From an optimization exercise on the open Yosys and OpenROAD flow, aimed at small area, a short achievable clock period and few clock cycles; shortcuts taken in it are not production practice.
Function was checked by simulation only, so behaviour that the tests miss may differ from the original.
No activity file was given, so power comes from the tool's default toggle rates.

==> flow/design.v <==
module div (
    input wire clk,
    input wire rst_n,
    input wire [32-1:0] dividend_i,
    input wire [32-1:0] divisor_i,
    input wire                       start_i,
    input wire                       ctrl_ready_i,
    input wire [                3:0] op_i,
    output wire [32-1:0] result_o,
    output reg                        busy_o,
    output reg                        valid_o
);
    localparam [1:0] S_IDLE = 2'd0, S_PREP = 2'd1, S_ITER = 2'd2, S_FIN = 2'd3;
    reg  [1:0] state;
    reg [31:0] r;       
    reg [31:0] x;       
    reg [31:0] q;       
    reg  [4:0] cnt;
    reg  [4:0] pa, pb;  
    reg        sa, sb;  
    reg        is_rem;   
    function automatic [4:0] msb32(input [31:0] v);
        reg [7:0] nz;
        reg [1:0] p [0:7];
        reg [2:0] g;
        integer i;
        begin
            for (i = 0; i < 8; i = i + 1) begin
                nz[i]   = |v[4*i+:4];
                p[i][1] = v[4*i+3] | v[4*i+2];
                p[i][0] = v[4*i+3] | (~v[4*i+2] & v[4*i+1]);
            end
            g[2] = |nz[7:4];
            g[1] = g[2] ? (nz[7] | nz[6]) : (nz[3] | nz[2]);
            g[0] = g[2] ? (nz[7] | (~nz[6] & nz[5])) : (nz[3] | (~nz[2] & nz[1]));
            msb32 = {g, p[g]};
        end
    endfunction
    wire        sgn_i = op_i[0] | op_i[2];
    wire        sa_i  = sgn_i & dividend_i[31];
    wire        sb_i  = sgn_i & divisor_i[31];
    wire [31:0] a_m   = dividend_i ^ {32{sa_i}};    
    wire [31:0] b_m   = divisor_i ^ {32{sb_i}};     
    wire        cin = ~sb | (sa & (state == S_PREP));
    wire [32:0] sum;
    wire        cout = sum[32];
    add32 u_add (.a(r), .b(x), .ci(cin), .s(sum));
    wire        prep = (state == S_PREP);
    wire [31:0] inc_in = prep ? r : (is_rem ? (r ^ {32{sa}}) : ~q);
    wire        inc_c  = (prep | is_rem) ? sa : 1'b1;
    wire [31:0] inc_out;
    inc32 u_inc (.a(inc_in), .ci(inc_c), .s(inc_out));
    wire [5:0] kk = {1'b0, pa} + {5'd0, sa} - {1'b0, pb};
    wire [4:0] k  = kk[4:0];
    reg  [31:0] x_init;
    always @(*) begin
        x_init = x;
        if (k[0]) x_init = {x_init[30:0], {1{~sb}}};
        if (k[1]) x_init = {x_init[29:0], {2{~sb}}};
        if (k[2]) x_init = {x_init[27:0], {4{~sb}}};
        if (k[3]) x_init = {x_init[23:0], {8{~sb}}};
        if (k[4]) x_init = {x_init[15:0], {16{~sb}}};
    end
    wire bz = ~sb & (&x);                           
    wire lt = ~cout;
    wire early = bz | ((sa & ~sb) ? kk[5] : lt);
    assign result_o = q;
    always @(posedge clk) begin
        if (!rst_n) begin
            state   <= S_IDLE;
            busy_o  <= 1'b0;
            valid_o <= 1'b0;
        end else begin
            case (state)
                S_IDLE: begin
                    if (ctrl_ready_i) begin
                        valid_o <= 1'b0;
                        if (start_i) begin
                            state  <= S_PREP;
                            busy_o <= 1'b1;
                        end
                    end
                end
                S_PREP: begin
                    if (early) begin
                        if (sa & is_rem) begin
                            state <= S_FIN;
                        end else begin
                            state   <= S_IDLE;
                            busy_o  <= 1'b0;
                            valid_o <= 1'b1;
                        end
                    end else begin
                        state <= S_ITER;
                    end
                end
                S_ITER: begin
                    if (cnt == 5'd0) begin
                        if (is_rem | (sa ^ sb)) begin
                            state <= S_FIN;
                        end else begin
                            state   <= S_IDLE;
                            busy_o  <= 1'b0;
                            valid_o <= 1'b1;
                        end
                    end
                end
                default: begin   
                    state   <= S_IDLE;
                    busy_o  <= 1'b0;
                    valid_o <= 1'b1;
                end
            endcase
        end
    end
    always @(posedge clk) begin
        pa <= msb32(a_m);
        pb <= msb32(b_m | {31'd0, sb_i});
        case (state)
            S_IDLE:  x <= ~b_m;
            S_PREP:  x <= x_init;
            default: x <= {1'b1, x[31:1]};
        endcase
        cnt <= (state == S_PREP) ? k : cnt - 5'd1;
        case (state)
            S_IDLE: begin
                r      <= a_m;
                sa     <= sa_i;
                sb     <= sb_i;
                is_rem <= op_i[2] | op_i[3];
            end
            S_PREP: begin
                r <= inc_out;
                q <= is_rem ? inc_out : {32{bz}};
            end
            S_ITER: begin
                if (cout) r <= sum[31:0];
                q <= {q[30:0], cout};
            end
            default: begin   
                q <= inc_out;
            end
        endcase
    end
endmodule
module add32 (
    input  wire [31:0] a,
    input  wire [31:0] b,
    input  wire        ci,
    output wire [32:0] s
);
    reg [31:0] g [0:5];
    reg [31:0] p [0:5];
    integer l, i;
    always @(*) begin
        g[0] = a & b;
        p[0] = a ^ b;
        g[0][0] = g[0][0] | (p[0][0] & ci);
        for (l = 0; l < 5; l = l + 1) begin
            g[l+1] = g[l];
            p[l+1] = p[l];
            for (i = 0; i < 32; i = i + 1)
                if ((i >> l) & 1) begin
                    g[l+1][i] = g[l][i] | (p[l][i] & g[l][((i >> l) << l) - 1]);
                    p[l+1][i] = p[l][i] & p[l][((i >> l) << l) - 1];
                end
        end
    end
    assign s = {g[5][31], (a ^ b) ^ {g[5][30:0], ci}};
endmodule
module inc32 (
    input  wire [31:0] a,
    input  wire        ci,
    output wire [31:0] s
);
    reg [31:0] t [0:5];
    integer l, i;
    always @(*) begin
        t[0] = a;
        t[0][0] = a[0] & ci;
        for (l = 0; l < 5; l = l + 1) begin
            t[l+1] = t[l];
            for (i = 0; i < 32; i = i + 1)
                if ((i >> l) & 1) t[l+1][i] = t[l][i] & t[l][((i >> l) << l) - 1];
        end
    end
    assign s = a ^ {t[5][30:0], ci};
endmodule
==> flow/flow/run.sh <==
#!/bin/bash
# The standard layout (the standard.sh, standard synthesis included),
# with the port buffers that ORFS inserts before global placement made
# from sky130_fd_sc_hd__buf_1 instead of the library's pick.
set -euo pipefail
export BUFFER_PORTS_ARGS="-buffer_cell sky130_fd_sc_hd__buf_1"
bash standard.sh > standard.log 2>&1
==> flow/standard.sh <==
#!/bin/bash
# synth_recipe.tcl (not shown) runs the flow's synth.tcl, then flattens the netlist and writes it again
# the make line also repeats each setting of config.mk as NAME=value (left out here)
make -C /OpenROAD-flow-scripts/flow DESIGN_CONFIG=/design/flow/config.mk WORK_HOME=/design/flow/orfs CLKGATE_MAP_FILE= SYNTH_SCRIPT=/design/flow/synth_recipe.tcl "${@:-finish}"
==> flow/config.mk <==
export PLATFORM = sky130hd
export DESIGN_NAME = div
export DESIGN_NICKNAME = div
export VERILOG_FILES = /design/flow/design.v
export SDC_FILE = /design/flow/constraint.sdc
export NUM_CORES = 4
export LEC_CHECK = 0
export ABC_AREA = 1
export CAP_MARGIN = 20
export CORE_MARGIN = 2
export CORE_UTILIZATION = 50
export PLACE_DENSITY = 0.65
export SETUP_SLACK_MARGIN = 5
export SLEW_MARGIN = 20
==> flow/constraint.sdc <==
create_clock -name core_clock -period 8.0 [get_ports {clk}]
set_input_delay 1.6000 -clock core_clock [delete_from_list [all_inputs] [get_ports {clk}]]
set_output_delay 1.6000 -clock core_clock [all_outputs]
set_load 0.01 [all_outputs]
==> run notes, run 1 <==
status timing/DRC/antenna clean; final clock skew 9.30 ps; IO buf count 104; GPL Wtd Cong ~0.95; die width 161 um; initial drt markers roughly 1900; final worst path period share roughly two fifths; leading cell type by number of instances after synthesis nand2_1; Worst VDD drop 298 uV; CTS Buf Count 17; sequential-to-total area share from yosys stat roughly a quarter; Peak Freq 317 MHz; antenna fix cells 0; Hold Path Class reg -> reg; reg2reg start state[1]; Synth top cells by count nand2_1, inv_1, nor2_1; Core ar. between 20000 and 25000 um^2; clk sinks ~120; kind of critical path in -> reg; worst endpoint data arrival time ~3500 ps; die area about 26000 um^2; hold_sp busy_o; synth top area cells nand2_1, edfxtp_1, dfxtp_1, inv_1, o21ai_0; measured slew at the worst slew-check pin between 900 and 1000 ps; setup_tns 0 ps; Routed Antenna Nets 0; First-pass DRT Iterations 8; global-route wire length before repair 71400 um; grt total ovfl 0; CTS tree built; Max FO, Critical Path 7; cell row count 57; Hold Path Depth 2; # DRC 0; R2R cell count 18; proportion of layout cells with a drive suffix above 1 a little under a quarter; drt total wl 50300 um; P per Cell Area approximately 500 nW/um^2; P_leak a little under 8 nW; H-tree depth 4; post-synth cell types 50; Slew Limit Fails 0; Crit path required time approximately 8300 ps; RSZ-0062 raised after global routing true; post-synthesis async set-or-reset flop share 0%; Die Y-Extent between 150 and 200 um; initial antenna violation count 0; relative slew slack 36.7%; clk slew on worst S/H paths approximately 60 ps; min cycle time layout between 3000 and 4000 ps; worst r2r dst r[16]; setup violators final 0; post-synthesis net count roughly 2200; FF+latch count, synth 118; Fin. Hold Viols 0; Crit path largest cell delay around 160 ps; end of the worst hold path busy_o; post-synth top area share a little under a quarter; sum of buffers and inverters on the critical path 5; Worst path top cell family by delay simple AND/OR/NAND/NOR gates; Routed WL per cell 19.2 um; pre-CTS WS between 3000 and 4000 ps; internal reg-to-reg setup slack 4880 ps; largest net degree at the start of global routing 85; multi-input logic area 9060 um^2; CP Launch Type input pin; Area Overhead vs Synth 33.4%; Worst Setup End Kind flop; crit path cell chain buf_12, nor2_4, buf_6, nor2_4, buf_12, buf_6, nand2_1, nand2_2, nand2_2, nor2_2, buf_4, nand2_1, nand2_2, nand2_4, nand4_1, nand3_1, nor2_1, nand2_1; Cells after Synth approximately 2100; Ys Warns 8; DR vias roughly 15000; max-cap viol count 0; synthesized area between 10000 and 15000 um^2; Via density a little under 6; number of global-route vias before repair 13182; total track usage 35.3%; Max clock buf depth 2; top_reg_cell synth edfxtp_1; Crit-path slowest cell nor2_4; Final #Nets 2407; number of I/O pins about 110; syn_area_per_cell 6.00 um^2; EDFF count, synth 69; Fillers around 2100; final worst slack 4850 ps; area leader, netlist nand2_1; CTS Root Cell clkbuf_16; Worst-Skew Late Latency 440 ps; Initial Util between 50% and 60%; hpwl dp just over 30000 um; register area between 3000 and 4000 um^2
[cells by family (layout without fill, tap and decap cells)]
| group | Yosys count | in the layout | share of synthesized area [%] |
|---|---|---|---|
| adder cells (fa/ha/maj) | 60 | 60 | 6.53 |
| XOR/XNOR | 22 | 22 | 1.57 |
| flip-flops | 118 | 118 | 24.8 |
| buffers and inverters | 343 | 571 | 11.2 |
| AO/OA/AOI/OAI | 345 | 349 | 16.3 |
| multiplexers | 15 | 15 | 1.22 |
| AND/OR/NAND/NOR | 1148 | 1153 | 38.4 |
[cells in the final DEF (no fill, tap or decap), drive strengths merged]
| master | n |
|---|---|
| dfxtp | 49 |
| xor2 | 17 |
| o32ai | 1 |
| clkinvlp | 10 |
| edfxtp | 69 |
| and2 | 1 |
| a31o | 1 |
| mux2i | 15 |
| inv | 249 |
| a211oi | 1 |
| buf | 281 |
| clkbuf | 19 |
| nand2 | 797 |
| clkinv | 9 |
| nand3b | 9 |
| o21ai | 159 |
| a21oi | 99 |
| nor3 | 9 |
| o21bai | 6 |
| nand4 | 26 |
| a31oi | 15 |
| xnor2 | 5 |
| nor2 | 161 |
| bufbuf | 2 |
| bufinv | 1 |
| a21o | 3 |
| nor4 | 1 |
| or2 | 14 |
| o221ai | 18 |
| nand3 | 135 |
| o22ai | 3 |
| ha | 53 |
| a22oi | 9 |
| o21a | 3 |
| o211ai | 29 |
| o2111ai | 1 |
| a221oi | 1 |
| fa | 7 |
[flip-flops by register name (all words and copies together), names as in the netlist]
register and count:
q 32, r 32, x 32, cnt 5, pa 5, pb 5, state 2, busy_o 1
is_rem 1, sa 1, sb 1, valid_o 1
[worst register-to-register path: stages, from the launching register on]
cell and delay (ps):
dfxtp_2 330, inv_2 70, ha_4 170, buf_6 130, a21oi_4 50, fa_2 340
fa_2 370, inv_2 70, nand2_2 50, nand2_2 70, nand3_2 110, nand2_2 90
nand2_2 80, nand2_4 120, inv_4 50, fa_2 530, o22ai_2 80, nand2_1 70
o21ai_1 70
[stage by stage]
| step | cells | power (mW) | area, um^2 | hold slack [ps] | util (%) |
|---|---|---|---|---|---|
| global route | 2612 | 8.66 | 16400 | 469 | 67.7 |
| finish | 2612 | 8.12 | 16400 | 452 | 67.7 |
| global placement | 2395 | 5.69 | 12900 | 430 | 53.0 |
| detailed placement | 2395 | 5.76 | 12900 | 443 | 53.0 |
| floorplan | 2051 | 4.58 | 12500 | 446 | - |
| CTS | 2533 | 7.18 | 14900 | 453 | 61.6 |
[repair_timing]
| item | 4_1_cts | 5_1_grt |
|---|---|---|
| resized for setup | 153 | 243 |
| hold buffers | 0 | 0 |
| gates cloned | 16 | 5 |
| pin swaps | 51 | 99 |
| endpoints found under the hold margin | 0 | 0 |
| buffers inserted | 90 | 74 |
| setup endpoints to repair | 145 | 94 |
[area by class of cell]
class | count | share of cell area [%]
repair buffers | 285 | 14.0
inverters | 249 | 6.14
clock inverters | 15 | 0.785
repair inverters | 5 | 0.236
flip-flops and latches | 118 | 18.6
clock buffers | 17 | 2.59
well taps | 324 | 2.47
multi-input cells | 1599 | 55.2
[routing by layer]
| metal | GRT usage (%) | share of wire, % | vias up |
|---|---|---|---|
| li1 | - | - | 7140 |
| met3 | 7.52 | 12 | 212 |
| met1 | 48.0 | 39 | 7066 |
| met4 | 14.4 | 5.0 | 0 |
| met2 | 54.6 | 44 | 1015 |
| met5 | 0 | 0 | - |
[how the worst max path moves through the flow]
stage,start,to,cells past startpoint
after global routing,op_i[2],pb[0],20
after CTS,state[1],r[16],18
after global placement,divisor_i[31],pb[1],15
after detailed placement,divisor_i[31],pb[1],15
final,op_i[2],pb[1],18
after floorplan,state[1],r[16],20
[report_power, final]
group          switching [mW]  leakage, nW  total, mW  internal, mW
clock network           0.322        0.276      0.749         0.428
registers               0.369         1.10       1.47          1.11
logic                    3.68         6.37       5.90          2.22
Testbench counts, summed over its fixed seeds: cycles 63,187.
==> inputs of run 2 (changes only) <==
--- a/flow/config.mk
+++ b/flow/config.mk
@@ -7,3 +7,2 @@
 export LEC_CHECK = 0
-export ABC_AREA = 1
 export CAP_MARGIN = 20
@@ -12,3 +11,3 @@
 export PLACE_DENSITY = 0.65
-export SETUP_SLACK_MARGIN = 5
+export SETUP_SLACK_MARGIN = 4.75
 export SLEW_MARGIN = 20
==> run 2 against run 1 <==
Still clean. Cell count decreased by 26%. Setup slack got worse by 250 ps. Synthesized area shrank 4.6%. Clock skew rose by 4.0 ps. Combinational power is 5.9% lower. Critical path depth down 8. Wire length down 10%. Maximum frequency is 7.4% lower.
==> run notes, run 2 <==
Fillers ~2000; drt total wl between 40000 and 50000 um; total track usage between 30% and 40%; Worst-Skew Late Latency between 400 and 500 ps; Initial Util 50.5%; Crit-path slowest cell edfxtp_1; Hold Path Class reg -> reg; number of I/O pins between 100 and 150; Die Y-Extent roughly 160 um; largest net degree at the start of global routing 57; reg2reg start r[5]; post-synth top area share 17.6%; synth top area cells edfxtp_1, dfxtp_1, xnor2_1, a21oi_1, nand2_1; clk slew on worst S/H paths around 60 ps; Routed WL per cell roughly 23 um; sequential-to-total area share from yosys stat a little over a quarter; post-synthesis net count ~1600; initial drt markers around 1900; status timing/DRC/antenna clean; CTS tree built; Routed Antenna Nets 0; clk sinks around 120; Fin. Hold Viols 0; final worst path period share a little over two fifths; setup_tns 0 ps; leading cell type by number of instances after synthesis nand2_1; First-pass DRT Iterations 8; biggest regs q (32), r (32), x (32); synthesized area roughly 12000 um^2; FF+latch count, synth between 100 and 150; Cells after Synth roughly 1500; Switching Fraction 50.0%; relative slew slack ~43%; hold_sp cnt[0]; sum of buffers and inverters on the critical path 1; top_reg_cell synth edfxtp_1; number of global-route vias before repair 11377; Worst path top cell family by delay compound AO/OA/AOI/OAI gates; GPL Wtd Cong approximately 0.96; Critical Path Stages 10; Synth top cells by count nand2_1, a21oi_1, nor2_1; R2R cell count 10; Worst VDD drop approximately 210 uV; most common cell after layout, fill and taps aside nand2_1; setup violators final 0; initial antenna violation count 1; clock share of power a little over a tenth; Switch Pwr a little under 4 mW; worst endpoint data arrival time roughly 3600 ps; Core ar. about 23000 um^2; CTS Buf Count 17; DR vias between 10000 and 15000; syn_area_per_cell between 8 and 9 um^2; end of the worst hold path cnt[0]; CTS Root Cell clkbuf_16; Slew Limit Fails 0; multi-input logic area about 9000 um^2; H-tree depth 4; cell row count 56; combinational power share ~70%; crit path cell chain ha_1, a21oi_1, nand2_1, o211ai_1, nand3b_1, buf_4, a221oi_2, xor2_1, o22ai_1, or3_1; Crit path largest cell delay ~480 ps; post-synthesis async set-or-reset flop share 0%; share of power burned in registers about a fifth; die width roughly 160 um; RSZ-0062 raised after global routing true; Max clock buf depth 2; grt total ovfl 0; max-cap viol count 0; Peak Freq just under 300 MHz; Cell Int Power 3.97 mW; Worst Setup End Kind flop; Hold Path Depth 1; most frequent cells in the layout nand2_1, a21oi_1, buf_1; Max FO, Critical Path 4; hpwl dp about 29000 um; Ys Warns 8; EDFF count, synth 69; IO buf count roughly 100; Crit path required time around 8200 ps; internal reg-to-reg setup slack roughly 4600 ps; # DRC 0; Area Overhead vs Synth 27.7%; kind of critical path reg -> reg; proportion of layout cells with a drive suffix above 1 19.4%; min cycle time layout 3400 ps; final clock skew around 13 ps; measured slew at the worst slew-check pin 858 ps; worst r2r dst r[27]; Final #Nets 1740; final core occ between 60 and 70%; register area between 3000 and 4000 um^2; CP Launch Type flop; global-route wire length before repair 65200 um; post-synth cell types 80; area leader, netlist edfxtp_1; P_leak between 5 and 6 nW; P per Cell Area around 530 nW/um^2; Via density ~6.7; die area approximately 25000 um^2
## run 2: cell count changes after synthesis, moves of 34 or more
cell,before,now
nand2_1,778,183
inv_1,241,60
nand3_1,134,25
xnor2_1,5,87
nor2_1,144,90
o21ai_0,138,86
a21oi_1,99,140
o22ai_1,3,38
a22oi_1,9,43
mux2i_1,15,49
## run 2: area by class of cell
cell class	instances	share of cell area (%)
clock inverters	4	0.325
repair buffers	214	10.7
inverters	64	1.97
repair inverters	2	0.0918
diodes	1	0.0167
clock buffers	28	3.88
well taps	319	2.66
multi-input cells	1191	59.9
flip-flops and latches	118	20.4
## run 2: power by group through the flow
stage / clock network (mW) / logic [mW] / registers [mW]
3_3_place_gp: 0 / 4.19 / 1.53
3_5_place_dp: 0 / 4.26 / 1.53
6_report: 0.832 / 5.55 / 1.55
4_1_cts: 0.830 / 4.85 / 1.51
2_1_floorplan: 0 / 3.30 / 1.37
5_1_grt: 0.853 / 5.93 / 1.56
## run 2: how the worst max path moves through the flow
stage	from	endpoint	slack [ps]
4_1_cts	state[1]	r[29]	4610
3_5_place_dp	op_i[2]	pb[0]	3100
5_1_grt	state[1]	r[17]	4530
6_report	r[5]	r[27]	4600
2_1_floorplan	state[1]	r[0]	4390
3_3_place_gp	op_i[2]	pb[0]	3170
## run 2: cell families after synthesis
| logic type | count (synthesis) | share of synthesized area [%] |
|---|---|---|
| compound gates | 497 | 27.9 |
| buf+inv | 160 | 5.62 |
| flops | 118 | 26.0 |
| fa+ha+maj | 60 | 6.84 |
| xor+xnor | 115 | 8.58 |
| simple gates | 447 | 18.0 |
| mux | 70 | 7.05 |
## run 2: repair_timing
action,CTS,global route
cloned,6,6
pin swaps,37,36
hold buffers,0,0
setup endpoints to repair,142,104
resized for setup,95,97
setup buffers,45,37
## run 2: per-layer routing
| metal | track usage (%) | routed length [um] | vias to the layer above |
|---|---|---|---|
| met5 | 0 | 0 | - |
| met4 | 11.2 | 1740 | 0 |
| met3 | 8.87 | 5320 | 155 |
| met2 | 50.8 | 19500 | 851 |
| met1 | 48.4 | 18500 | 6167 |
| li1 | - | - | 5794 |
## run 2: per-stage QoR
stage / setup WS [ps] / power, mW / hold slack, ps / instances / instance area (um^2)
CTS: 4610 / 7.19 / 494 / 1897 / 14100
global route: 4530 / 8.35 / 539 / 1940 / 15000
global placement: 3170 / 5.71 / 476 / 1814 / 12500
finish: 4600 / 7.93 / 482 / 1941 / 15000
detailed placement: 3100 / 5.79 / 490 / 1814 / 12500
floorplan: 4390 / 4.66 / 446 / 1467 / 12100
==> inputs of run 3 (changes only) <==
--- a/flow/config.mk
+++ b/flow/config.mk
@@ -7,2 +7,3 @@
 export LEC_CHECK = 0
+export ABC_AREA = 1
 export CAP_MARGIN = 20
==> run 3 against run 2 <==
Register-to-register slack better by 260 ps. First-iteration DRC count down 18%. Setup slack better by 240 ps. Critical path depth up 5. Synthesized area up 4.8%. Wire length down 2.0%. Synthesized cell count up 40%. Cell count up 29%. Global-route usage down 1.3 points. Flip-flop and latch count unchanged. Combinational power down about 10%. Critical path type is now in -> reg. Largest cell class unchanged. Highest routed layer unchanged.
==> run notes, run 3 <==
multi-input logic area slightly above 8000 um^2; initial antenna violation count 0; Post-Synth XOR/XNOR Area under 10%; Worst-Skew Late Latency approximately 440 ps; synth top area cells nand2_1, edfxtp_1, dfxtp_1, inv_1, o21ai_0; top_reg_cell synth edfxtp_1; Cells after Synth approximately 2100; drt total wl about 44000 um; multiplexer share of the synthesized area about 1.2%; # DRC 0; final hold slack approximately 450 ps; CP Launch Type input pin; cts hold-fix bufs 0; Synth top cells by count nand2_1, inv_1, nor2_1; setup_tns 0 ps; Max FO, Critical Path 22; hpwl dp ~30000 um; Cell Int Power about 3.3 mW; Worst VDD drop between 400 and 500 uV; post-synthesis adder-cell area fraction 6.53%; min cycle time layout ~3200 ps; global-route wire length before repair 67200 um; GPL Wtd Cong ~0.95; sequential-to-total area share from yosys stat 24.8%; proportion of layout cells with a drive suffix above 1 about 11%; Crit path required time roughly 8300 ps; H-tree depth 4; clk sinks roughly 120; Peak Freq 316 MHz; total track usage between 30% and 40%; Switch Pwr 3.89 mW; Slew Limit Fails 0; RSZ-0062 raised after global routing true; clock share of power between 10% and 20%; post-synthesis async set-or-reset flop share 0%; post-synth top area share 23.7%; Routed WL per cell between 15 and 20 um; grt total ovfl 0; post-synth cell types 50; Via density approximately 5.6; relative slew slack 37.2%; FF+latch count, synth 118; largest net degree at the start of global routing 87; antenna fix cells 0; Routed Antenna Nets 0; synthesized area roughly 12000 um^2; Ys Warns 8; max-cap viol count 0; Initial Util 50.7%; setup violators final 0; syn_area_per_cell approximately 6 um^2; post-synthesis net count approximately 2200; Die Y-Extent ~160 um; die width between 150 and 200 um; main combinational cell family by area after synthesis simple AND/OR/NAND/NOR gates; share of power burned in registers between 20% and 30%; cell row count 57; Final #Nets around 2300; Area Overhead vs Synth 17.9%; worst endpoint data arrival time approximately 3500 ps; register area slightly above 3000 um^2; First-pass DRT Iterations 6; EDFF count, synth 69; die area between 20000 and 30000 um^2; leading cell type by number of instances after synthesis nand2_1; initial drt markers about 1600; CTS tree built; clk slew on worst S/H paths 60 ps; most common cell after layout, fill and taps aside nand2_1; Max clock buf depth 2; measured slew at the worst slew-check pin approximately 940 ps; Simple-Gate Fraction of Synth Area roughly two fifths; CTS Root Cell clkbuf_16; status timing/DRC/antenna clean; kind of critical path in -> reg; area leader, netlist nand2_1; final worst path period share 39.6%; number of I/O pins 106; P per Cell Area between 400 and 500 nW/um^2; Hold Path Class reg -> reg; Synth Area in Compound Gates between 15 and 20%; Switching Fraction approximately 54%; final clock skew around 14 ps; P_leak around 7.0 nW; IO buf count about 100; combinational power share a little under 70%; Core ar. about 24000 um^2; biggest regs q (32), r (32), x (32); CTS Buf Count 17; Fillers ~2400; DR vias 14106; most frequent cells in the layout nand2_1, inv_1, nor2_1; internal reg-to-reg setup slack 4860 ps; Fin. Hold Viols 0; Worst Setup End Kind flop; number of global-route vias before repair roughly 13000
## run 3: changes by cell type in the layout (fill, tap and decap cells not counted), moves of 48 or more
cell     change
inv_1      +177
nand2_1    +585
xnor2_1     -78
nor2_1      +48
o21ai_0     +51
nand3_1    +113
## run 3: worst paths after layout
kind	to	depth (start not counted)	start
setup / recovery	pb[1]	15	divisor_i[31]
hold / removal	busy_o	2	busy_o
setup reg to reg	x[30]	16	sa
hold reg to reg	busy_o	2	busy_o
## run 3: kinds of logic after synthesis
logic type                 after synthesis
xor gates and xnor gates                22
muxes                                   15
and+or+nand+nor                       1148
buffers and inverters                  343
AOI/OAI and AO/OA                      345
DFF                                    118
adders and majority gates               60
## run 3: power groups by stage
| stage | logic [mW] | registers (mW) | clock network [mW] |
|---|---|---|---|
| floorplan | 3.20 | 1.35 | 0 |
| global placement | 4.20 | 1.47 | 0 |
| detailed placement | 4.28 | 1.47 | 0 |
| CTS | 4.57 | 1.45 | 0.784 |
| global route | 5.49 | 1.49 | 0.809 |
| finish | 4.97 | 1.47 | 0.782 |
## run 3: what timing repair did
| item | in CTS | in global routing |
|---|---|---|
| gates resized for setup | 52 | 77 |
| pin swaps | 7 | 17 |
| setup endpoints to repair | 142 | 76 |
| endpoints found under the hold margin | 0 | 0 |
| gates cloned | 5 | 4 |
| setup buffers | 24 | 32 |
## run 3: final cells by class
class,count,area share [%]
clock buffers,26,3.89
clock inverters,6,0.216
inverters,249,6.86
multi-input cells,1593,56.7
flip-flops and latches,118,21.1
well taps,324,2.79
repair buffers,178,8.31
repair inverters,3,0.164
## run 3: per-layer routing
metal	GRT usage, %	vias to the layer above	share of wire, %	wire [um]
li1	-	6895	-	-
met1	46.8	6446	44	19300
met2	50.3	673	44	19300
met3	5.63	92	9.5	4200
met4	11.6	0	3.2	1400
met5	0	-	0	0
## run 3: worst max-delay path: stages
cell	delay, ps
buf_4	190
o21ai_4	120
clkbuf_16	200
nand2_1	60
nand2_1	170
nor2_1	160
nand2_1	110
nor2_4	220
nand2_2	130
nor2_1	130
nor2_2	70
nand4_1	70
nand3_1	70
nor2_1	120
nand2_1	60
## run 3: metrics by stage
step	cells	setup slack (ps)	util (%)	instance area, um^2	power, mW
global placement	2398	3410	52.9	12800	5.67
CTS	2461	4710	57.3	13900	6.81
detailed placement	2400	3310	53.0	12900	5.75
finish	2497	4830	59.8	14500	7.22
global route	2497	4650	59.8	14500	7.78
floorplan	2051	4770	-	12400	4.55
==> inputs of run 4 (changes only) <==
--- a/flow/config.mk
+++ b/flow/config.mk
@@ -12,3 +12,3 @@
 export PLACE_DENSITY = 0.65
-export SETUP_SLACK_MARGIN = 4.75
+export SETUP_SLACK_MARGIN = 4.85
 export SLEW_MARGIN = 20
==> run 4 against run 3 <==
Count of clock-buffer cells in the layout is 8 lower. Flip-flop and latch count stayed put. Maximum frequency is 1.5% lower. Critical path depth is 1 higher. Setup slack worse by 48 ps. Register-to-register slack worse by 70 ps. Still clean on timing, DRC and antenna. Largest cell class unchanged. Synthesized area stayed put. Sequential share of layout area is 0.99 points lower. Via count is 2.3% higher. Utilization is 3.0 points higher.
==> run notes, run 4 <==
post-synth cell types 50; final clock skew 11.9 ps; Final #Nets around 2300; area leader, netlist nand2_1; FF+latch count, synth 118; CTS Buf Count 17; biggest regs q (32), r (32), x (32); Via density 5.73; clk sinks roughly 120; Core ar. between 20000 and 25000 um^2; kind of critical path reg -> reg; share of power burned in registers a little under a fifth; Die Y-Extent between 150 and 200 um; Worst VDD drop 409 uV; CTS tree built; initial antenna violation count 1; status timing/DRC/antenna clean; GPL Wtd Cong roughly 0.95; # DRC 0; synthesized area 12300 um^2; Crit-path slowest cell fa_2; Tot Pwr ~7.7 mW; Slew Limit Fails 0; reg2reg start sa; combinational power share 70.0%; most frequent cells in the layout nand2_1, inv_1, nand3_1, nor2_1, o21ai_0; EDFF count, synth between 60 and 70; Max FO, Critical Path 6; initial drt markers 1648; IO buf count around 100; Ys Warns 8; total track usage 33.5%; DR vias approximately 14000; crit path cell chain inv_2, ha_4, inv_2, ha_4, fa_2, buf_12, clkinvlp_4, buf_12, buf_4, o21ai_2, o21ai_1, mux2i_1, buf_4, nand2_1, o21ai_0, nand3_1; P per Cell Area 507 nW/um^2; Crit path required time between 8000 and 9000 ps; setup_tns 0 ps; final worst slack around 4800 ps; die width 161 um; most common cell after layout, fill and taps aside nand2_1; H-tree depth 4; Routed WL per cell ~18 um; Switch Pwr 4.12 mW; hold_sp busy_o; leading cell type by number of instances after synthesis nand2_1; final worst path period share about 40%; max-cap viol count 0; Cell Int Power between 3 and 4 mW; Hold Path Depth 2; Worst-Skew Late Latency ~440 ps; Initial Util 50.7%; R2R cell count 16; number of I/O pins between 100 and 150; cts hold-fix bufs 0; grt total ovfl 0; CP Launch Type flop; syn_area_per_cell ~6 um^2; RSZ-0062 raised after global routing true; final core occ 62.8%; measured slew at the worst slew-check pin 913 ps; fin area around 15000 um^2; drt total wl 46000 um; global-route wire length before repair 68000 um; pre-CTS WS approximately 3400 ps; top_reg_cell synth edfxtp_1; end of the worst hold path busy_o; hpwl dp 30500 um; min cycle time layout about 3200 ps; Hold Path Class reg -> reg; proportion of layout cells with a drive suffix above 1 between 15 and 20%; P_leak around 7.2 nW; clock share of power between 10% and 20%; Fin. Hold Viols 0; largest net degree at the start of global routing 61; Crit path largest cell delay about 600 ps; clk slew on worst S/H paths 60 ps; Worst Setup End Kind flop; setup violators final 0; synth top area cells nand2_1, edfxtp_1, dfxtp_1, inv_1, o21ai_0; sequential-to-total area share from yosys stat 24.8%; Max clock buf depth 2; Area Overhead vs Synth 23.8%; Cells after Synth between 2000 and 2500; worst endpoint data arrival time around 3400 ps; First-pass DRT Iterations 6; CTS Root Cell clkbuf_16; number of global-route vias before repair approximately 13000; Peak Freq 311 MHz; Switching Fraction a little over half; Fillers approximately 2300; post-synthesis async set-or-reset flop share 0%; cell row count 57; worst r2r dst x[30]; internal reg-to-reg setup slack 4790 ps; placed instance area ~13000 um^2; relative slew slack 39.0%; post-synthesis net count ~2200; post-synth top area share about a quarter; Routed Antenna Nets 0; Synth top cells by count nand2_1, inv_1, nor2_1; die area 25900 um^2; antenna fix cells 0
-- run 4: cell count changes in the layout (fill, tap and decap cells not counted), sizes merged --
cell      change
clkbuf        -8
nand2         -1
buf          +17
inv           -1
nor2          +3
bufinv        +5
clkinv        +1
o21ai         +3
clkinvlp      +5
-- run 4: repair_timing --
| action | in CTS | in global routing |
|---|---|---|
| setup buffers | 31 | 42 |
| endpoints found under the hold margin | 0 | 0 |
| setup endpoints to repair | 143 | 102 |
| gates resized for setup | 73 | 165 |
| pin swaps | 15 | 45 |
| cloned | 9 | 10 |
-- run 4: stage by stage --
step           hold WS, ps  std cells
5_1_grt                500       2521
2_1_floorplan          446       2051
3_5_place_dp           453       2397
4_1_cts                463       2469
3_3_place_gp           431       2397
6_report               454       2521
-- run 4: routing by layer --
| metal | wire, um | track usage [%] | share of wire, % |
|---|---|---|---|
| met5 | 11 | 0 | 0.024 |
| met4 | 1550 | 8.89 | 3.4 |
| met3 | 4990 | 7.21 | 11 |
| met2 | 20100 | 51.9 | 44 |
| met1 | 19400 | 47.2 | 42 |
-- run 4: power groups by stage --
stage                     sequential, mW  clock, mW  combinational [mW]
after floorplan                     1.35          0                3.22
after global placement              1.46          0                4.22
after detailed placement            1.46          0                4.28
after CTS                           1.44      0.857                4.62
after global routing                1.48      0.882                5.92
final                               1.46      0.858                5.40
-- run 4: cell type report --
type / instances / area (um^2) / share of cell area (%)
multi-input cells: 1598 / 8600 / 56.5
repair inverters: 5 / 37.5 / 0.246
repair buffers: 195 / 1490 / 9.78
clock buffers: 18 / 429 / 2.82
well taps: 324 / 405 / 2.66
inverters: 249 / 1010 / 6.60
flip-flops and latches: 118 / 3060 / 20.1
clock inverters: 14 / 208 / 1.36
-- run 4: worst max-delay path by stage --
stage                              from    end  slack, ps  cells past startpoint
final                                sa  x[30]       4790                     16
after detailed placement  divisor_i[31]  pb[0]       3380                     16
after floorplan                state[1]  r[16]       4780                     20
after CTS                      state[1]  r[16]       4830                     18
after global placement    divisor_i[31]  pb[0]       3370                     16
after global routing           state[1]  r[16]       4700                     18
-- run 4: cell families (layout without fill, tap and decap cells) --
kind of cell    after synthesis  count (layout)  share of synthesized area (%)
simple gates               1148            1153                           38.4
compound gates              345             348                           16.3
buf+inv                     343             481                           11.2
flops                       118             118                           24.8
fa+ha+maj                    60              60                           6.53
xor+xnor                     22              22                           1.57
mux                          15              15                           1.22
-- run 4: critical path: cells and delay by family (launching register included) --
| family | cells | cell delay (ps) |
|---|---|---|
| AOI/OAI and AO/OA | 3 | 390 |
| muxes | 1 | 160 |
| buffers and inverters | 7 | 830 |
| DFF | 1 | 400 |
| adders and majority gates | 3 | 1020 |
| and+or+nand+nor | 2 | 140 |
==> inputs of run 5 (changes only) <==
--- a/flow/config.mk
+++ b/flow/config.mk
@@ -10,5 +10,5 @@
 export CORE_MARGIN = 2
-export CORE_UTILIZATION = 50
-export PLACE_DENSITY = 0.65
-export SETUP_SLACK_MARGIN = 4.85
+export CORE_UTILIZATION = 60
+export PLACE_DENSITY = 0.75
+export SETUP_SLACK_MARGIN = 4.75
 export SLEW_MARGIN = 20
==> run 5 against run 4 <==
Synthesized area unchanged. Critical path depth unchanged. Still clean. Highest routed layer is now met4. Wire length shrank 4.9%. Largest power group unchanged. Flip-flop and latch count unchanged. Sequential share of layout area grew 1.1 points. Utilization grew 8.9 points. Global-route usage rose by 4.7 points. Non-clock buffer count fell by 17. Critical path type is now in -> reg. Clock power fell by about 10%. Count of clock-buffer cells in the layout up 2.
==> run notes, run 5 <==
clk slew on worst S/H paths about 60 ps; Crit path required time around 8300 ps; Slew Limit Fails 0; clk sinks 118; worst r2r dst x[30]; die area 21700 um^2; total track usage 38.1%; Worst VDD drop ~250 uV; max-cap viol count 0; Worst path top cell family by delay simple AND/OR/NAND/NOR gates; status timing/DRC/antenna clean; setup violators final 0; final core occ a little under three quarters; Initial Util between 60% and 70%; initial drt markers ~1800; leading cell type by number of instances after synthesis nand2_1; largest net degree at the start of global routing between 60 and 70; GPL Wtd Cong between 0.9 and 1; area leader, netlist nand2_1; sequential-to-total area share from yosys stat ~25%; Crit-path slowest cell nor2_4; Routed Antenna Nets 0; CTS tree built; H-tree depth 4; grt total ovfl 0; cell mode on critical path nand2_1; end of the worst hold path busy_o; relative slew slack 39.6%; Area Overhead vs Synth 17.5%; final worst path period share about 40%; number of I/O pins about 110; final clock skew between 10 and 15 ps; post-synth cell types 50; First-pass DRT Iterations 7; sum of buffers and inverters on the critical path 4; number of global-route vias before repair roughly 13000; synth top area cells nand2_1, edfxtp_1, dfxtp_1, inv_1, o21ai_0; RSZ-0062 raised after global routing true; most frequent cells in the layout nand2_1, inv_1, nor2_1; Max clock buf depth 2; min cycle time layout 3190 ps; Synth top cells by count nand2_1, inv_1, nor2_1; CTS Root Cell clkbuf_16; Fin. Hold Viols 0; Via density approximately 5.9; Worst Setup End Kind flop; Routed WL per cell 17.9 um; cell row count 52; Crit path largest cell delay roughly 250 ps; crit path cell chain buf_2, nor2_4, nor2_4, clkbuf_16, nand2_1, nand2_1, nor2_1, nand2_1, nor2_2, inv_1, nand3_1, inv_1, nand2_1, nor2_1, nor2_1, nand4_1; DR vias about 15000; Ys Warns 8; hold_sp busy_o; P per Cell Area a little over 500 nW/um^2; Finished Layout Cells between 2000 and 2500; worst endpoint data arrival time roughly 3500 ps; final hold slack about 440 ps; initial antenna violation count 0; drt total wl 43800 um; proportion of layout cells with a drive suffix above 1 ~11%; Core ar. ~20000 um^2; cts hold-fix bufs 0; placed insts between 2000 and 2500; FF+latch count, synth between 100 and 150; kind of critical path in -> reg; P_leak ~7 nW; internal reg-to-reg setup slack approximately 4800 ps; # DRC 0; syn_area_per_cell about 6 um^2; Cells after Synth about 2100; global-route wire length before repair around 65000 um; antenna fix cells 0; EDFF count, synth 69; Die Y-Extent between 100 and 150 um; hpwl dp about 30000 um; Hold Path Class reg -> reg; Tot Pwr between 7 and 8 mW; post-synthesis net count about 2200; CTS Buf Count 17; die width ~150 um; CP Launch Type input pin; Max FO, Critical Path 16; post-synth top area share a little under a quarter; biggest regs q (32), r (32), x (32); top_reg_cell synth edfxtp_1; Final #Nets roughly 2300; Peak Freq 313 MHz; R2R cell count 16; Worst-Skew Late Latency 430 ps; Hold Path Depth 2; setup_tns 0 ps; most common cell after layout, fill and taps aside nand2_1; measured slew at the worst slew-check pin around 900 ps; post-synthesis async set-or-reset flop share 0%; reg2reg start sa; IO buf count 104; synthesized area ~12000 um^2
==> run 5: cell counts after synthesis <==
Identical to the previous run, type by type.
==> run 5: what timing repair did <==
item                                    4_1_cts  5_1_grt
endpoints found under the setup margin      137       73
setup buffers                                18       39
gates cloned                                  7        4
pin swaps                                     6       20
gates resized for setup                      48       90
==> run 5: worst max path at each step <==
| stage | from | endpoint | slack [ps] | depth (start not counted) |
|---|---|---|---|---|
| 2_1_floorplan | state[1] | r[16] | 4770 | 20 |
| 3_3_place_gp | divisor_i[31] | pb[0] | 3410 | 16 |
| 3_5_place_dp | divisor_i[31] | pb[0] | 3400 | 16 |
| 4_1_cts | state[1] | r[16] | 4750 | 17 |
| 5_1_grt | sa | x[31] | 4630 | 16 |
| 6_report | op_i[2] | pa[1] | 4810 | 16 |
==> run 5: kinds of logic after synthesis <==
logic type | share of synthesized area, %
compound gates | 16.3
mux | 1.22
flops | 24.8
fa+ha+maj | 6.53
xor+xnor | 1.57
buf+inv | 11.2
simple gates | 38.4
==> run 5: where the power goes <==
group / internal (mW) / switching (mW)
logic: 1.75 / 3.29
registers: 1.10 / 0.364
clock network: 0.453 / 0.317
==> run 5: cell type report <==
type / instances / area, um^2
Sequential cell: 118 / 3060
Inverter: 249 / 1000
Timing Repair Buffer: 178 / 1230
Multi-Input combinational cell: 1593 / 8210
Fill cell: 1786 / 5710
Tap cell: 270 / 338
Clock buffer: 20 / 500
Timing Repair inverter: 4 / 31.3
Clock inverter: 12 / 90.1
==> run 5: worst min-delay path: stages (launching register included) <==
cell and delay, ps:
dfxtp_1 310, inv_1 50, a21oi_1 50
==> run 5: per-stage QoR <==
stage          setup WS, ps  area, um^2
2_1_floorplan          4770       12400
3_3_place_gp           3410       12700
3_5_place_dp           3400       12700
4_1_cts                4750       13700
5_1_grt                4630       14500
6_report               4810       14500
==> run 5: per-layer routing <==
layer / part of all wire (%) / global-route usage (%)
met4: 3.7 / 12.9
met3: 13 / 9.07
met1: 39 / 52.5
met5: 0 / 0
met2: 44 / 58.9
==> inputs of run 6 (changes only) <==
--- a/flow/design.v
+++ b/flow/design.v
@@ -21,2 +21,3 @@
     reg        is_rem;   
+    reg        cin;      
     function automatic [4:0] msb32(input [31:0] v);
@@ -43,3 +44,2 @@
     wire [31:0] b_m   = divisor_i ^ {32{sb_i}};     
-    wire        cin = ~sb | (sa & (state == S_PREP));
     wire [32:0] sum;
@@ -124,2 +124,3 @@
         cnt <= (state == S_PREP) ? k : cnt - 5'd1;
+        cin <= (state == S_IDLE) ? (sa_i | ~sb_i) : ~sb;
         case (state)
--- a/flow/config.mk
+++ b/flow/config.mk
@@ -10,5 +10,5 @@
 export CORE_MARGIN = 2
-export CORE_UTILIZATION = 60
-export PLACE_DENSITY = 0.75
-export SETUP_SLACK_MARGIN = 4.75
+export CORE_UTILIZATION = 50
+export PLACE_DENSITY = 0.65
+export SETUP_SLACK_MARGIN = 5
 export SLEW_MARGIN = 20
==> run 6 against run 5 <==
Sequential power hardly changed. Via count is 0.32% higher. Utilization is 8.6 points lower. First-iteration DRC count is 2.7% lower. Clock skew is 2.0 ps higher. Highest routed layer unchanged. Sequential share of layout area is 1.1 points lower. Critical path depth is 1 lower. Non-clock buffer count is 29 higher. Critical path type unchanged. Largest power group unchanged.
==> run notes, run 6 <==
status timing/DRC/antenna clean; Cell Int Power approximately 3.3 mW; CTS tree built; Core ar. about 24000 um^2; antenna fix cells 0; GRT met1 Usage roughly 46%; First-pass DRT Iterations 6; Worst VDD drop approximately 280 uV; clk slew on worst S/H paths ~60 ps; Fillers 2360; CTS Root Cell clkbuf_16; biggest regs q (32), r (32), x (32); H-tree depth 4; Max clock buf depth 2; DR vias between 10000 and 15000; leading cell type by number of instances after synthesis nand2_1; Cells after Synth a little over 2000; grt total ovfl 0; global routing's busiest layer met2; Hold Path Class reg -> reg; EDFF count, synth between 60 and 70; Via density 5.72; Crit path largest cell delay around 220 ps; Fin. Hold Viols 0; largest net degree at the start of global routing 59; cell row count 57; number of global-route vias before repair around 13000; internal reg-to-reg setup slack 5090 ps; die area ~26000 um^2; synthesized area roughly 12000 um^2; Die Y-Extent 162 um; drt total wl around 47000 um; sum of buffers and inverters on the critical path 3; share of power burned in registers 20.0%; GPL Wtd Cong between 0.9 and 1; Worst path top cell family by delay simple AND/OR/NAND/NOR gates; total track usage 34.3%; Final #Nets approximately 2300; top_reg_cell synth edfxtp_1; Hold Path Depth 2; combinational power share between 60% and 70%; setup_tns 0 ps; Switching Fraction 54.2%; synth top area cells nand2_1, edfxtp_1, dfxtp_1, inv_1, nand3_1; final clock skew 12.8 ps; hpwl dp roughly 30000 um; initial drt markers 1780; Critical Path Stages 15; max-cap viol count 0; final worst path period share 38.2%; Crit path required time 8300 ps; FF+latch count, synth approximately 120; crit path cell chain buf_12, nor2_4, buf_6, nor2_4, buf_12, nand2_1, nand2_2, nor2_2, nand2_2, nor2_4, nor2_1, nand4_1, nor2_1, nor2_1, nand4_1; fin area approximately 15000 um^2; relative slew slack between 40% and 50%; IO buf count between 100 and 150; setup violators final 0; R2R cell count 15; most common cell after layout, fill and taps aside nand2_1; post-synthesis net count between 2000 and 2500; most frequent cells in the layout nand2_1, inv_1, nand3_1; Routed Antenna Nets 0; placed instance area approximately 13000 um^2; syn_area_per_cell 6.03 um^2; met2 GRT Util 54.1%; post-synth cell types just under 50; proportion of layout cells with a drive suffix above 1 approximately 16%; CTS Buf Count 17; Worst-Skew Late Latency around 440 ps; P per Cell Area roughly 470 nW/um^2; final core occ about 63%; Peak Freq between 300 and 400 MHz; area leader, netlist nand2_1; Area Overhead vs Synth 23.4%; min cycle time layout between 3000 and 4000 ps; clk sinks about 120; post-synthesis async set-or-reset flop share 0%; placed insts between 2000 and 2500; die width around 160 um; Finished Layout Cells 2550; cts hold-fix bufs 0; met3 track demand over resource 8.20%; Worst Setup End Kind flop; # DRC 0; initial antenna violation count 0; RSZ-0062 raised after global routing true; Ys Warns 8; sequential-to-total area share from yosys stat about 25%; Synth top cells by count nand2_1, inv_1, nand3_1; Slew Limit Fails 0; post-synth top area share about a quarter; Switch Pwr about 4 mW; CP Launch Type input pin; P_leak between 7 and 8 nW; Initial Util about half; worst endpoint data arrival time between 3000 and 4000 ps; Routed WL per cell roughly 19 um; global-route wire length before repair 69800 um; kind of critical path in -> reg; Crit-path slowest cell nor2_4; measured slew at the worst slew-check pin 878 ps; clock share of power approximately 11%; Max FO, Critical Path 7; number of I/O pins between 100 and 150
-- run 6: changes by cell type after synthesis, moves of 6 or more --
| cell | delta |
|---|---|
| nand2_1 | +23 |
| o211ai_1 | -13 |
| inv_1 | +12 |
| a21oi_1 | -11 |
| o211ai_2 | +11 |
| nor2_1 | -10 |
| o21ai_0 | -8 |
| nand2_2 | +6 |
| nand4_1 | -6 |
| o21ai_2 | -6 |
| o221ai_1 | +6 |
-- run 6: layout make-up --
type | count | area, um^2 | area share, %
multi-input cells | 1601 | 8580 | 55.8
flip-flops and latches | 119 | 3080 | 20.0
repair buffers | 207 | 1610 | 10.5
inverters | 262 | 1060 | 6.92
clock buffers | 21 | 526 | 3.42
well taps | 324 | 405 | 2.63
clock inverters | 11 | 81.3 | 0.529
repair inverters | 5 | 40.0 | 0.260
-- run 6: logic make-up after synthesis --
family                     after synthesis  share of synthesized area (%)
and+or+nand+nor                       1179                           39.5
buffers and inverters                  357                           11.6
AOI/OAI and AO/OA                      320                           15.3
DFF                                    119                           24.7
adders and majority gates               60                           6.44
xor gates and xnor gates                20                           1.41
muxes                                   13                           1.04
-- run 6: path summary, 6_finish.rpt --
path | to | startpoint
max | pa[0] | op_i[0]
min | valid_o | valid_o
min reg2reg | valid_o | valid_o
max reg2reg | x[30] | sa
-- run 6: power groups by stage --
stage                     sequential, mW  clock, mW  combinational, mW
after floorplan                     1.34          0               3.20
after CTS                           1.43      0.795               4.58
final                               1.45      0.799               5.01
after global placement              1.44          0               4.17
after global routing                1.46      0.823               5.54
after detailed placement            1.45          0               4.23
-- run 6: repair_timing --
action | in CTS | in global routing
cloned | 14 | 10
endpoints found under the setup margin | 131 | 86
pin swaps | 21 | 58
endpoints found under the hold margin | 0 | 0
buffers inserted | 38 | 39
resized for setup | 96 | 138
-- run 6: layer usage --
layer  part of all wire, %  routed length [um]
met5                     0                   0
met4                   3.6                1690
met3                    11                5010
met2                    44               20900
met1                    42               19700
-- run 6: through the flow --
| step | hold slack, ps | worst slack, ps | power (mW) |
|---|---|---|---|
| after global routing | 502 | 4880 | 7.83 |
| after detailed placement | 451 | 3850 | 5.67 |
| after global placement | 453 | 3900 | 5.61 |
| after floorplan | 435 | 5000 | 4.54 |
| after CTS | 461 | 4970 | 6.81 |
| final | 459 | 4950 | 7.26 |
-- run 6: worst register-to-register path, stage by stage, from the launching register on --
cell and delay [ps]:
edfxtp_1 370, inv_2 60, ha_1 270, inv_1 60, ha_4 170, fa_2 390, xor2_4 190, buf_12 160
clkinvlp_4 220, buf_6 210, nor2_1 130, a31oi_1 80, nand2_1 70, nand3_1 60, nand3_1 130, nand3_1 90
Testbench counts of run 6, summed over its fixed seeds: cycles 63,187.
==> inputs of run 7 (changes only) <==
--- a/flow/config.mk
+++ b/flow/config.mk
@@ -11,4 +11,5 @@
 export CORE_UTILIZATION = 50
+export CTS_BUF_LIST = sky130_fd_sc_hd__clkbuf_4 sky130_fd_sc_hd__clkbuf_8
 export PLACE_DENSITY = 0.65
-export SETUP_SLACK_MARGIN = 5
+export SETUP_SLACK_MARGIN = 4.75
 export SLEW_MARGIN = 20
==> run 7 against run 6 <==
Synthesized cell count did not move. Clock skew rose by 7.2 ps. Cell count fell by 2.7%. Flip-flop and latch count did not move. Setup slack got worse by 120 ps. Wire length fell by 6.8%. Largest cell class unchanged. Power fell by 7.8%. Highest routed layer is now met5. Synthesized area did not move. Register-to-register slack got worse by 260 ps. Die area did not move. Critical path depth fell by 2.
==> run notes, run 7 <==
Fin. Hold Viols 0; Cell Int Power 2.98 mW; Cells after Synth approximately 2100; most common cell after layout, fill and taps aside nand2_1; combinational power share 69.3%; Core ar. 24400 um^2; EDFF count, synth about 70; Hold Path Class reg -> reg; Crit path largest cell delay 600 ps; initial drt markers between 1500 and 2000; measured slew at the worst slew-check pin a little over 900 ps; Via density approximately 5.6; final hold slack 477 ps; final core occ 57.4%; area leader, netlist nand2_1; Switching Fraction 55.6%; synth top area cells nand2_1, edfxtp_1, dfxtp_1, inv_1, nand3_1; sequential-to-total area share from yosys stat 24.7%; Max FO, Critical Path 31; hpwl dp 30700 um; die area approximately 26000 um^2; post-synth top area share about 24%; GPL Wtd Cong about 0.95; CTS tree built; leading cell type by number of instances after synthesis nand2_1; Worst VDD drop between 200 and 300 uV; IO buf count between 100 and 150; CTS Buf Count 17; Routed Antenna Nets 0; Worst-Skew Late Latency ~470 ps; total track usage between 30% and 40%; Slew Limit Fails 0; CP Launch Type flop; P per Cell Area 478 nW/um^2; H-tree depth 4; multi-input logic area approximately 8100 um^2; crit path cell chain inv_1, ha_1, inv_1, ha_1, fa_2, buf_8, inv_6, mux2i_1, o21ai_0, o21ai_1, nand2_1, nand2_1, o221ai_1; post-synthesis async set-or-reset flop share 0%; antenna fix cells 0; P_leak approximately 6.9 nW; status timing/DRC/antenna clean; synthesized area about 12000 um^2; final worst path period share around two fifths; initial antenna violation count 1; RSZ-0062 raised after global routing true; global-route wire length before repair between 60000 and 70000 um; clk sinks around 120; # DRC 0; First-pass DRT Iterations 6; cell row count 57; Peak Freq between 300 and 400 MHz; Crit path required time slightly above 8000 ps; post-synth cell types ~50; min cycle time layout ~3200 ps; drt total wl about 44000 um; Max clock buf depth 2; grt total ovfl 0; worst endpoint data arrival time between 3000 and 4000 ps; clock share of power slightly above 9%; share of power burned in registers approximately 22%; relative slew slack 39.1%; biggest regs q (32), r (32), x (32); number of I/O pins between 100 and 150; largest net degree at the start of global routing between 50 and 60; FF+latch count, synth approximately 120; post-synthesis net count 2200; Crit-path slowest cell fa_2; number of global-route vias before repair around 12000; CTS Root Cell clkbuf_8; Ys Warns 8; Switch Pwr about 3.7 mW; max-cap viol count 0; Routed WL per cell around 18 um; kind of critical path reg -> reg; Initial Util ~50%; syn_area_per_cell approximately 6.0 um^2; register area between 3000 and 4000 um^2; Synth top cells by count nand2_1, inv_1, nand3_1; clk slew on worst S/H paths 80 ps; Die Y-Extent between 150 and 200 um; Fillers roughly 2500; Worst Setup End Kind flop; Final #Nets roughly 2300; most frequent cells in the layout nand2_1, inv_1, nand3_1; proportion of layout cells with a drive suffix above 1 between 8 and 9%; DR vias between 10000 and 15000; setup violators final 0; die width ~160 um; setup_tns 0 ps; top_reg_cell synth edfxtp_1; final clock skew approximately 20 ps; Area Overhead vs Synth 12.3%
==> run 7: worst paths after layout <==
path,from,end,slack [ps],cells after the start
worst max-delay path,sa,x[8],4830,13
worst max register to register,sa,x[8],4830,13
worst min register to register,valid_o,valid_o,480,2
worst min-delay path,valid_o,valid_o,480,2
==> run 7: worst max-delay path, delay by kind of cell, from the launching register on <==
| kind | cells | cell delay, ps |
|---|---|---|
| DFF | 1 | 350 |
| adders and majority gates | 3 | 1090 |
| and+or+nand+nor | 2 | 230 |
| AOI/OAI and AO/OA | 3 | 580 |
| buffers and inverters | 4 | 490 |
| muxes | 1 | 260 |
==> run 7: area by class of cell <==
| class | count | share of cell area [%] |
|---|---|---|
| sequential | 119 | 22.0 |
| clock buffer | 23 | 2.17 |
| tap | 324 | 2.89 |
| timing repair buffer | 145 | 6.51 |
| timing repair inverter | 3 | 0.170 |
| inverter | 262 | 7.32 |
| clock inverter | 9 | 0.867 |
| multi-input combinational | 1595 | 58.1 |
==> run 7: logic make-up (layout without fill, tap and decap cells) <==
group / count (synthesis) / after routing / share of synthesized area [%]
muxes: 13 / 13 / 1.04
AOI/OAI and AO/OA: 320 / 320 / 15.3
DFF: 119 / 119 / 24.7
buffers and inverters: 357 / 442 / 11.6
and+or+nand+nor: 1179 / 1182 / 39.5
xor gates and xnor gates: 20 / 20 / 1.41
adders and majority gates: 60 / 60 / 6.44
==> run 7: metrics by stage <==
step                      instances  setup slack, ps  area [um^2]  power [mW]
after floorplan                2068             4760        12500        4.53
after global placement         2418             3740        13000        5.61
after detailed placement       2418             3680        13000        5.68
after CTS                      2471             4760        13700        6.45
after global routing           2480             4710        14000        7.25
final                          2480             4830        14000        6.69
==> run 7: power groups by stage <==
| stage | logic (mW) | clock network (mW) | registers (mW) |
|---|---|---|---|
| detailed placement | 4.23 | 0 | 1.44 |
| finish | 4.64 | 0.618 | 1.44 |
| floorplan | 3.19 | 0 | 1.34 |
| global placement | 4.17 | 0 | 1.44 |
| CTS | 4.41 | 0.619 | 1.43 |
| global route | 5.15 | 0.644 | 1.46 |
==> run 7: metal layers <==
metal  up-vias  routed length (um)  global-route usage (%)
met5         -                   9                       0
met4         2                1330                    11.3
met3        92                4420                    9.58
met2       667               19200                    49.9
met1      6230               19000                    44.3
li1       6849                   -                       -
==> run 7: repair_timing <==
| item | CTS | global route |
|---|---|---|
| cloned | 7 | 3 |
| setup buffers | 14 | 6 |
| pin swaps | 6 | 3 |
| endpoints found under the setup margin | 97 | 93 |
| hold buffers | 0 | 0 |
| gates resized for setup | 31 | 48 |
==> inputs of run 8 (changes only) <==
==> flow/config.mk (replaced) <==
export PLATFORM = sky130hd
export DESIGN_NAME = div
export DESIGN_NICKNAME = div
export VERILOG_FILES = /design/flow/design.v
export SDC_FILE = /design/flow/constraint.sdc
export NUM_CORES = 4
export LEC_CHECK = 0
export ABC_AREA = 1
export CAP_MARGIN = 5
export CORE_MARGIN = 2
export CORE_UTILIZATION = 50
export CTS_BUF_LIST = sky130_fd_sc_hd__clkbuf_8
export PLACE_DENSITY = 0.55
export SETUP_SLACK_MARGIN = 4.75
export SLEW_MARGIN = 5
==> run 8 against run 7 <==
Combinational power grew 1%. Wire length grew 1.6%. Utilization grew 0.26 points. Register-to-register slack gained 30 ps. Sequential power is essentially flat. Synthesized cell count is the same. Critical path depth grew 1. Global-route usage grew 0.74 points. Die area is the same. Worst hold slack lost 4.3 ps. Critical endpoint is now x[21]. Largest cell class unchanged.
==> run notes, run 8 <==
measured slew at the worst slew-check pin 1050 ps; GPL Wtd Cong around 0.92; proportion of layout cells with a drive suffix above 1 9.39%; drt total wl 44800 um; EDFF count, synth roughly 70; final worst path period share slightly below 40%; combinational power share 69.2%; post-synthesis net count 2200; area leader, netlist nand2_1; top_reg_cell synth edfxtp_1; crit path cell chain inv_1, ha_1, ha_2, nand2_1, nand2_1, a31o_2, or2_2, nand2_8, clkinvlp_4, buf_4, o21ai_1, nand2_1, nand3_1, o221ai_1; Area Overhead vs Synth 12.8%; Crit path largest cell delay 390 ps; CTS Root Cell clkbuf_8; sequential-to-total area share from yosys stat between 20% and 30%; Cell Int Power roughly 3.0 mW; First-pass DRT Iterations 6; total track usage 33.5%; Max FO, Critical Path 15; Slew Limit Fails 0; Worst Setup End Kind flop; global-route wire length before repair around 70000 um; CP Launch Type flop; Crit path required time ~8300 ps; FF+latch count, synth between 100 and 150; post-synthesis async set-or-reset flop share 0%; CTS tree built; most frequent cells in the layout nand2_1, inv_1, nand3_1; most common cell after layout, fill and taps aside nand2_1; grt total ovfl 0; cell mode on critical path nand2_1; hpwl dp 31400 um; clk slew on worst S/H paths around 80 ps; P_leak about 7 nW; largest net degree at the start of global routing 59; clk sinks around 120; min cycle time layout between 3000 and 4000 ps; Worst path top cell family by delay simple AND/OR/NAND/NOR gates; Routed WL per cell 18.0 um; Die Y-Extent about 160 um; IO buf count 104; Fillers approximately 2600; share of power burned in registers between 20% and 30%; Finished Layout Cells approximately 2500; relative slew slack 29.9%; final clock skew between 15 and 20 ps; cell row count 57; number of I/O pins around 110; setup_tns 0 ps; Switching Fraction 55.8%; Cells after Synth ~2100; die width 162 um; kind of critical path reg -> reg; Via density about 5.6; Routed Antenna Nets 0; post-synth top area share around a quarter; sum of buffers and inverters on the critical path 3; H-tree depth 4; Synth top cells by count nand2_1, inv_1, nand3_1; Initial Util 51.1%; initial antenna violation count 1; Crit-path slowest cell or2_2; post-synth cell types 49; # DRC 0; biggest regs q (32), r (32), x (32); DR vias roughly 14000; clock share of power 9.8%; P per Cell Area between 400 and 500 nW/um^2; setup violators final 0; CTS Buf Count 17; Core ar. approximately 24000 um^2; synth top area cells nand2_1, edfxtp_1, dfxtp_1, inv_1, nand3_1; placed insts ~2400; Switch Pwr about 3.8 mW; worst endpoint data arrival time about 3500 ps; RSZ-0062 raised after global routing true; Worst VDD drop between 300 and 400 uV; Fin. Hold Viols 0; number of global-route vias before repair 12440; initial drt markers 1561; max-cap viol count 0; leading cell type by number of instances after synthesis nand2_1; synthesized area 12500 um^2; syn_area_per_cell around 6.0 um^2; Ys Warns 8; Final #Nets around 2300; Hold Path Class reg -> reg; antenna fix cells 0; Worst-Skew Late Latency about 470 ps; status timing/DRC/antenna clean; Max clock buf depth 2; die area around 26000 um^2; Peak Freq 319 MHz
run 8: cell counts after synthesis:
Identical to the previous run, type by type.
run 8: layout make-up:
| type | instances | area [um^2] | share of cell area, % |
|---|---|---|---|
| clock buffers | 17 | 234 | 1.66 |
| clock inverters | 15 | 224 | 1.59 |
| inverters | 262 | 1030 | 7.36 |
| multi-input cells | 1596 | 8190 | 58.2 |
| flip-flops and latches | 119 | 3070 | 21.8 |
| well taps | 324 | 405 | 2.88 |
| repair buffers | 150 | 868 | 6.17 |
| repair inverters | 4 | 33.8 | 0.240 |
run 8: metrics by stage:
step / total power, mW / setup slack (ps) / instance area, um^2 / hold slack, ps / util [%]
6_report: 6.80 / 4860 / 14100 / 473 / 57.7
5_1_grt: 7.35 / 4690 / 14100 / 505 / 57.7
4_1_cts: 6.51 / 4750 / 13700 / 473 / 56.2
3_5_place_dp: 5.71 / 3720 / 13000 / 460 / 53.2
3_3_place_gp: 5.66 / 3760 / 13000 / 453 / 53.2
2_1_floorplan: 4.53 / 4760 / 12500 / 435 / -
run 8: kinds of logic (layout without fill, tap and decap cells):
family	Yosys count	after routing	share of synthesized area, %
AOI/OAI and AO/OA	320	320	15.3
xor gates and xnor gates	20	20	1.41
and+or+nand+nor	1179	1183	39.5
adders and majority gates	60	60	6.44
buffers and inverters	357	448	11.6
muxes	13	13	1.04
DFF	119	119	24.7
run 8: tightest hold or removal path: cells and delay by family (launching register included):
family,cells,cell delay (ps)
compound gates,1,50
flops,1,320
simple gates,1,60
run 8: path summary, 6_finish.rpt:
check,slack [ps],cells past startpoint,startpoint,endpoint
worst max-delay path,4860,14,pb[2],x[21]
worst min-delay path,470,2,valid_o,valid_o
worst max register to register,4860,14,pb[2],x[21]
worst min register to register,470,2,valid_o,valid_o
run 8: layer usage:
metal  track usage, %  up-vias  share of wire, %  wire length (um)
met3             5.95       58               9.0              4010
met4             8.45        2               2.2              1010
met1             47.8     6390                44             19900
met5                0        -             0.029                13
li1                 -     6867                 -                 -
met2             52.3      616                44             19900
run 8: timing repair:
item                                    in CTS  in global routing
endpoints found under the hold margin        0                  0
pin swaps                                    4                 11
endpoints found under the setup margin     119                 75
buffers inserted                            10                 16
hold buffers                                 0                  0
gates resized for setup                     39                 53
cloned                                       6                  4
run 8: power by group through the flow:
stage               Sequential (mW)  Clock (mW)  Combinational, mW
floorplan                      1.34           0               3.19
global placement               1.44           0               4.22
detailed placement             1.44           0               4.27
CTS                            1.42       0.666               4.42
global route                   1.45       0.692               5.21
finish                         1.43       0.664               4.70
==> inputs of run 9 (changes only) <==
--- a/flow/config.mk
+++ b/flow/config.mk
@@ -8,3 +8,3 @@
 export ABC_AREA = 1
-export CAP_MARGIN = 5
+export CAP_MARGIN = 20
 export CORE_MARGIN = 2
@@ -13,3 +13,3 @@
 export PLACE_DENSITY = 0.55
-export SETUP_SLACK_MARGIN = 4.75
-export SLEW_MARGIN = 5
+export SETUP_SLACK_MARGIN = 4.6
+export SLEW_MARGIN = 20
==> run 9 against run 8 <==
Maximum frequency shrank 4.1%. Worst hold slack worse by 5.4 ps. Utilization is 1.0 points lower. Combinational power is 3% lower. Critical path type unchanged.
==> run notes, run 9 <==
Crit-path slowest cell ha_1; Routed WL per cell ~18 um; die area about 26000 um^2; CTS Root Cell clkbuf_8; leading cell type by number of instances after synthesis nand2_1; Die Y-Extent around 160 um; FF+latch count, synth 119; top_reg_cell synth edfxtp_1; Synth top cells by count nand2_1, inv_1, nand3_1; First-pass DRT Iterations 6; min cycle time layout around 3300 ps; Worst-Skew Late Latency about 460 ps; EDFF count, synth 69; synth top area cells nand2_1, edfxtp_1, dfxtp_1, inv_1, nand3_1; most frequent cells in the layout nand2_1, inv_1, nand3_1; die width approximately 160 um; Fin. Hold Viols 0; Hold Path Class reg -> reg; CP Launch Type flop; P per Cell Area ~480 nW/um^2; final clock skew ~23 ps; cell mode on critical path nand2_1; measured slew at the worst slew-check pin 1080 ps; global-route wire length before repair 67900 um; Crit path largest cell delay between 400 and 500 ps; hpwl dp 31400 um; worst endpoint data arrival time 3640 ps; RSZ-0062 raised after global routing true; Core ar. ~24000 um^2; Slew Limit Fails 0; Routed Antenna Nets 0; cell row count 57; sequential-to-total area share from yosys stat 24.7%; Worst VDD drop between 300 and 400 uV; antenna fix cells 0; clk sinks about 120; biggest regs q (32), r (32), x (32); placed instance area 13000 um^2; post-synth top area share about a quarter; synthesized area between 10000 and 15000 um^2; area leader, netlist nand2_1; post-synth cell types ~50; setup_tns 0 ps; relative slew slack 27.8%; max-cap viol count 0; total track usage approximately a third; grt total ovfl 0; hold_sp valid_o; post-synthesis net count between 2000 and 2500; cts hold-fix bufs 0; end of the worst hold path valid_o; Final #Nets roughly 2300; Area Overhead vs Synth 10.9%; clk slew on worst S/H paths 80 ps; internal reg-to-reg setup slack 4730 ps; kind of critical path reg -> reg; Max clock buf depth 2; CTS tree built; crit path cell chain inv_1, ha_1, ha_1, nand2_1, nand2_1, a31o_2, or2_2, nand2_8, clkinvlp_4, buf_4, nand2_1, o21ai_0, nand2_1, nand2_1, o221ai_1; setup violators final 0; Cells after Synth roughly 2100; DR vias ~14000; CTS Buf Count 17; R2R cell count 15; IO buf count roughly 100; syn_area_per_cell around 6 um^2; worst r2r dst x[6]; reg2reg start pb[2]; final worst slack 4730 ps; status timing/DRC/antenna clean; number of global-route vias before repair 12420; Max FO, Critical Path 29; initial drt markers 1539; Worst Setup End Kind flop; pre-CTS WS 3720 ps; # DRC 0; final core occ between 50% and 60%; most common cell after layout, fill and taps aside nand2_1; number of I/O pins between 100 and 150; Crit path required time around 8400 ps; drt total wl 43900 um; final worst path period share between 40% and 50%; initial antenna violation count 0; GPL Wtd Cong 0.920; Ys Warns 8; Initial Util 51.1%; proportion of layout cells with a drive suffix above 1 under 10%; P_leak a little under 7 nW; Via density ~5.6; Hold Path Depth 2; fin area between 10000 and 15000 um^2; Peak Freq about 310 MHz; largest net degree at the start of global routing slightly below 60; H-tree depth 4; post-synthesis async set-or-reset flop share 0%
[run 9: repair_timing]
action | CTS | global route
cloned | 5 | 1
hold endpoints to repair | 0 | 0
setup buffers | 6 | 11
setup endpoints to repair | 117 | 76
gates resized for setup | 21 | 34
pin swaps | 2 | 4
[run 9: per-layer routing]
| layer | part of all wire (%) | vias up | global-route usage [%] |
|---|---|---|---|
| met3 | 9.1 | 74 | 5.46 |
| met5 | 0 | - | 0 |
| met1 | 45 | 6412 | 48.1 |
| li1 | - | 6827 | - |
| met4 | 2.3 | 0 | 8.77 |
| met2 | 44 | 607 | 51.6 |
[run 9: cell families (layout without fill, tap and decap cells)]
logic type	after synthesis	count (layout)	synth area share [%]
AO/OA/AOI/OAI	320	320	15.3
XOR/XNOR	20	20	1.41
buffers and inverters	357	437	11.6
flip-flops	119	119	24.7
multiplexers	13	13	1.04
AND/OR/NAND/NOR	1179	1181	39.5
adder cells (fa/ha/maj)	60	60	6.44
[run 9: power breakdown]
part           internal (mW)  switching, mW  leakage (nW)
Sequential              1.10          0.327          1.11
Combinational           1.47           3.11          5.48
Clock                  0.372          0.290         0.231
[run 9: how the worst max path moves through the flow]
| stage | from | endpoint | slack (ps) | cells past startpoint |
|---|---|---|---|---|
| 6_report | pb[2] | x[6] | 4730 | 15 |
| 5_1_grt | state[1] | r[21] | 4530 | 18 |
| 4_1_cts | pb[2] | x[21] | 4610 | 14 |
| 3_5_place_dp | state[1] | r[16] | 3720 | 17 |
| 3_3_place_gp | state[1] | r[16] | 3760 | 17 |
| 2_1_floorplan | r[0] | r[0] | 4760 | 13 |
[run 9: critical path, delay by kind of cell, from the launching register on]
kind                       cells  cell delay [ps]
AOI/OAI and AO/OA              3              590
DFF                            1              310
and+or+nand+nor                7             1200
buffers and inverters          3              360
adders and majority gates      2              700
[run 9: layout make-up]
cell class / instances / area (um^2)
clock buffers: 17 / 234
repair buffers: 140 / 739
clock inverters: 15 / 224
fillers: 2602 / 10600
well taps: 324 / 405
flip-flops and latches: 119 / 3070
multi-input cells: 1594 / 8090
inverters: 262 / 1030
repair inverters: 3 / 22.5
[run 9: per-stage QoR]
| step | instances | hold slack (ps) | power (mW) |
|---|---|---|---|
| 2_1_floorplan | 2068 | 435 | 4.53 |
| 3_3_place_gp | 2419 | 453 | 5.66 |
| 3_5_place_dp | 2419 | 460 | 5.71 |
| 4_1_cts | 2462 | 473 | 6.47 |
| 5_1_grt | 2474 | 505 | 7.23 |
| 6_report | 2474 | 467 | 6.67 |
